From an optimization exercise on the open Yosys and OpenROAD flow, aimed at small area; shortcuts taken in it are not production practice.
Only simulation tests tie the RTL to the original design; equivalence was not proved.
The flow treats the clock pin as an ideal source, which a real chip does not have.

Setup of run 1:
==> flow/design.v (excerpt) <==
module DistanceSensor(input CLOCK_50, input reset, input echo, output reg trig, output [6:0] HEX3, HEX2, HEX1, HEX0);
Size: about 210 cells after synthesis, about 32 I/O pins, about 0.0021 mm2 of cells after synthesis.
clock: 30.0 ns
lec_check: 0
cap_margin: 20
core_margin: 2
core_utilization: 40
slew_margin: 20
standard.sh (not shown) runs the stock make flow with config.mk's settings and CLKGATE_MAP_FILE= SYNTH_SCRIPT=/design/flow/synth_recipe.tcl, a recipe that flattens the netlist after the stock synthesis.
==> flow/flow/run.sh <==
#!/bin/bash
# Own layout flow: the standard synthesis, then a stronger area-oriented
# re-mapping of the combinational logic only (every flip-flop instance of the
# standard synthesis is kept as it is, with its name and cell type), then the
# standard ORFS layout with small port buffers and clock buffers.
set -euo pipefail
HERE=$(pwd)
PLAT=$FLOW_HOME/platforms/$FLOW_PLATFORM
LIB=$PLAT/lib/sky130_fd_sc_hd__tt_025C_1v80.lib
RES=$HERE/orfs/results/$FLOW_PLATFORM/DistanceSensor/base
PORTBUF="BUFFER_PORTS_ARGS=-buffer_cell sky130_fd_sc_hd__buf_1"

bash standard.sh synth > synth.log 2>&1
cp $RES/1_2_yosys.v $HERE/std_synth.v

# Re-map with several random seeds and two mappings, four at a time; keep
# the smallest netlist that passes yosys's check.
VARIANTS=""
for S in 0 1 2 3 4 5 6 7; do for D in 0 1; do VARIANTS="$VARIANTS ${S}_${D}"; done; done
run_one() {
  local V=$1 S=${1%_*} D=${1#*_} DCH=""
  [[ $D == 1 ]] && DCH="\&dch -f"
  sed -e "s#@T@#30#" -e "s#@S@#$S#" -e "s#@DCH@#$DCH#" flow/deep.abc.in > deep_$V.abc
  sed -e "s#@LIB@#$LIB#g" -e "s#@IN@#$HERE/std_synth.v#" -e "s#@TOP@#$FLOW_TOP#g" \
      -e "s#@ABC@#$HERE/deep_$V.abc#" -e "s#@OUT@#$HERE/resyn_$V.v#" flow/resyn.ys.in > resyn_$V.ys
  yosys -l resyn_$V.log resyn_$V.ys > /dev/null 2>&1 || true
}
N=0
for V in $VARIANTS; do
  run_one $V &
  N=$((N + 1))
  if (( N % 4 == 0 )); then wait; fi
done
wait
BEST=""; BESTA=""
for V in $VARIANTS; do
  [[ -f resyn_$V.v ]] || continue
  if yosys -l resyn_check_$V.log -p "read_liberty -lib $LIB; read_verilog $HERE/resyn_$V.v; hierarchy -top $FLOW_TOP; check -assert -mapped" > /dev/null 2>&1; then
    A=$(grep 'Chip area' resyn_$V.log | awk '{print $NF}')
    echo "$V $A" >> resyn_areas.txt
    if [[ -z "$BEST" ]] || awk "BEGIN{exit !($A < $BESTA)}"; then BEST=$V; BESTA=$A; fi
  fi
done
echo "best seed: ${BEST:-none} area ${BESTA:-}" > resyn_choice.txt
if [[ -n "$BEST" ]]; then
  cp $HERE/resyn_$BEST.v $RES/1_2_yosys.v
  rm -f $RES/1_synth.odb $RES/1_synth.sdc
fi

bash standard.sh "$PORTBUF" CTS_ARGS="$(cat flow/cts.args)" finish > layout.log 2>&1
Other scripts of this flow, unchanged in this note and not shown: flow/flow/cts.args, flow/flow/deep.abc.in, flow/flow/resyn.ys.in
diff inputs: run 1 => run 2
--- a/flow/flow/run.sh
+++ b/flow/flow/run.sh
@@ -16 +16 @@
-# Re-map with several random seeds and two mappings, four at a time; keep
+# Re-map with 16 random seeds and two mappings, four at a time; keep
@@ -19 +19 @@
-for S in 0 1 2 3 4 5 6 7; do for D in 0 1; do VARIANTS="$VARIANTS ${S}_${D}"; done; done
+for S in $(seq 0 15); do for D in 0 1; do VARIANTS="$VARIANTS ${S}_${D}"; done; done
@@ -50 +50 @@
-bash standard.sh "$PORTBUF" CTS_ARGS="$(cat flow/cts.args)" finish > layout.log 2>&1
+bash standard.sh "$PORTBUF" SKIP_REPAIR_TIE_FANOUT=1 CTS_ARGS="$(cat flow/cts.args)" finish > layout.log 2>&1
Notes after the runs:
The final period demand of the worst path reported for run 2 is smaller than that of run 1 by 0.038 ns.
Final critical-path setup slack: lower on run 1
The relative area of non-clock buffer cells in the final design number comes out higher for run 2 vs run 1.
Looking at number of vias per cell, run 2 sits above run 1.
Run 2 vs. run 1: transition at the pin with the smallest max-transition slack up 0.012 ns; routed wire length shows an increase of 2.8%.
Diff run 1 -> run 2 | cell count | down slightly
What run 3 does differently from run 2 at the input level:
--- a/flow/flow/run.sh
+++ b/flow/flow/run.sh
@@ -16 +16 @@
-# Re-map with 16 random seeds and two mappings, four at a time; keep
+# Re-map with several random seeds and two mappings, four at a time; keep
@@ -19 +19 @@
-for S in $(seq 0 15); do for D in 0 1; do VARIANTS="$VARIANTS ${S}_${D}"; done; done
+for S in 0 1 2 3 4 5 6 7; do for D in 0 1; do VARIANTS="$VARIANTS ${S}_${D}"; done; done
Notes after the runs:
Re sequential share of layout area: no difference whatsoever between run 3 and run 2. Area of all placed cells without fillers: run 2 vs run 3 — no meaningful difference. Run 3 -> run 2: length of routed met2 wiring delta 0, exact match. [compare] base=run 2 new=run 3: number of global-route vias before repair level; setup TNS level. Cell count along the critical path across run 3 and run 2: no real change. Re final critical-path required period: no difference whatsoever between run 3 and run 2. Looking at run 3 and run 2, the clock skew is a wash. Fraction of the cycle the final worst path needs came out exactly the same in run 3 and run 2. As far as wire length after detailed routing is concerned, run 2 and run 3 perform about the same.
### run 3 -> run 4
- CAP_MARGIN: 20 -> 0
- SLEW_MARGIN: 20 -> 0
--- a/flow/flow/run.sh
+++ b/flow/flow/run.sh
@@ -16 +16 @@
-# Re-map with several random seeds and two mappings, four at a time; keep
+# Re-map with 8 random seeds and two mappings, four at a time; keep
@@ -19 +19 @@
-for S in 0 1 2 3 4 5 6 7; do for D in 0 1; do VARIANTS="$VARIANTS ${S}_${D}"; done; done
+for S in $(seq 0 7); do for D in 0 1; do VARIANTS="$VARIANTS ${S}_${D}"; done; done
@@ -50 +50 @@
-bash standard.sh "$PORTBUF" SKIP_REPAIR_TIE_FANOUT=1 CTS_ARGS="$(cat flow/cts.args)" finish > layout.log 2>&1
+bash standard.sh "$PORTBUF" SKIP_REPAIR_TIE_FANOUT=1 POST_CTS_TCL=$HERE/flow/downsize_clk.tcl CTS_ARGS="$(cat flow/cts.args)" finish > layout.log 2>&1
==> flow/flow/downsize_clk.tcl (new file) <==
# Runs after clock tree synthesis (POST_CTS_TCL).
# Downsize clock buffers while every flip-flop clock pin keeps a slew under
# the limit (estimated from placement).
proc worst_clk_slew {} {
  set worst 0
  foreach pin [get_pins -hierarchical */CLK] {
    set s [get_property $pin slew_max]
    if {$s > $worst} { set worst $s }
  }
  return $worst
}
set limit 0.110
estimate_parasitics -placement
puts "downsize_clk: start worst clock slew [worst_clk_slew]"
set smaller {sky130_fd_sc_hd__clkbuf_4 sky130_fd_sc_hd__clkbuf_2 sky130_fd_sc_hd__clkbuf_1}
foreach inst [get_cells *] {
  set m [get_property $inst ref_name]
  set idx [lsearch $smaller $m]
  if {$idx < 0} continue
  set out [get_pins -of_objects $inst -filter "direction == output"]
  set net [get_nets -of_objects $out]
  if {![string match "clknet*" [get_property $net name]]} continue
  while {$idx + 1 < [llength $smaller]} {
    set cand [lindex $smaller [expr {$idx + 1}]]
    replace_cell $inst $cand
    estimate_parasitics -placement
    set w [worst_clk_slew]
    if {$w > $limit} {
      replace_cell $inst [lindex $smaller $idx]
      estimate_parasitics -placement
      break
    }
    puts "downsize_clk: [get_property $inst name] -> $cand (worst $w)"
    incr idx
  }
}
puts "downsize_clk: end worst clock slew [worst_clk_slew]"
check_placement -verbose
### Flow results
Having completed the whole flow, run 4 delivered a layout that passed the timing, DRC and antenna checks.
Going from run 3 to run 4, wire length grew slightly.
Re peak supply drop: run 4 is 0.00080 mV down on run 3.
Delta (run 4 minus run 3): clock sink count was more or less identical; initial antenna violation count essentially unchanged.
Run 3 → run 4: final period utilization up 0.21 points; post-synth design cell area did not really move.

-- static timing again, ports no longer ideal --
How much do the figures lean on ideal ports? The routed layouts below were timed once more, with nothing changed but the port constraints. Step 1 assumes that a clkbuf_16 drives the clock port and a buf_2 every other input. Step 2 also shifts input and output timing later by t, the mid clock arrival at the registers, as if the neighbouring blocks saw the same clock. Slacks: no drivers / after step 1 / after step 2; pairs: no drivers / after step 1.
run | shift t [ns] | setup slack, ns | worst setup path at the end | worst register clock-pin slew, ns
run 1 | 0.395 | 21.825 / 21.802 / 21.935 | input to register | 0.09 / 0.09
run 2 | 0.404 | 21.862 / 21.837 / 22.129 | input to register | 0.10 / 0.10
run 3 | 0.404 | 21.862 / 21.837 / 22.129 | input to register | 0.10 / 0.10
run 4 | 0.461 | 21.800 / 21.775 / 22.125 | input to register | 0.10 / 0.10
After both steps setup and hold are still met in every run listed.
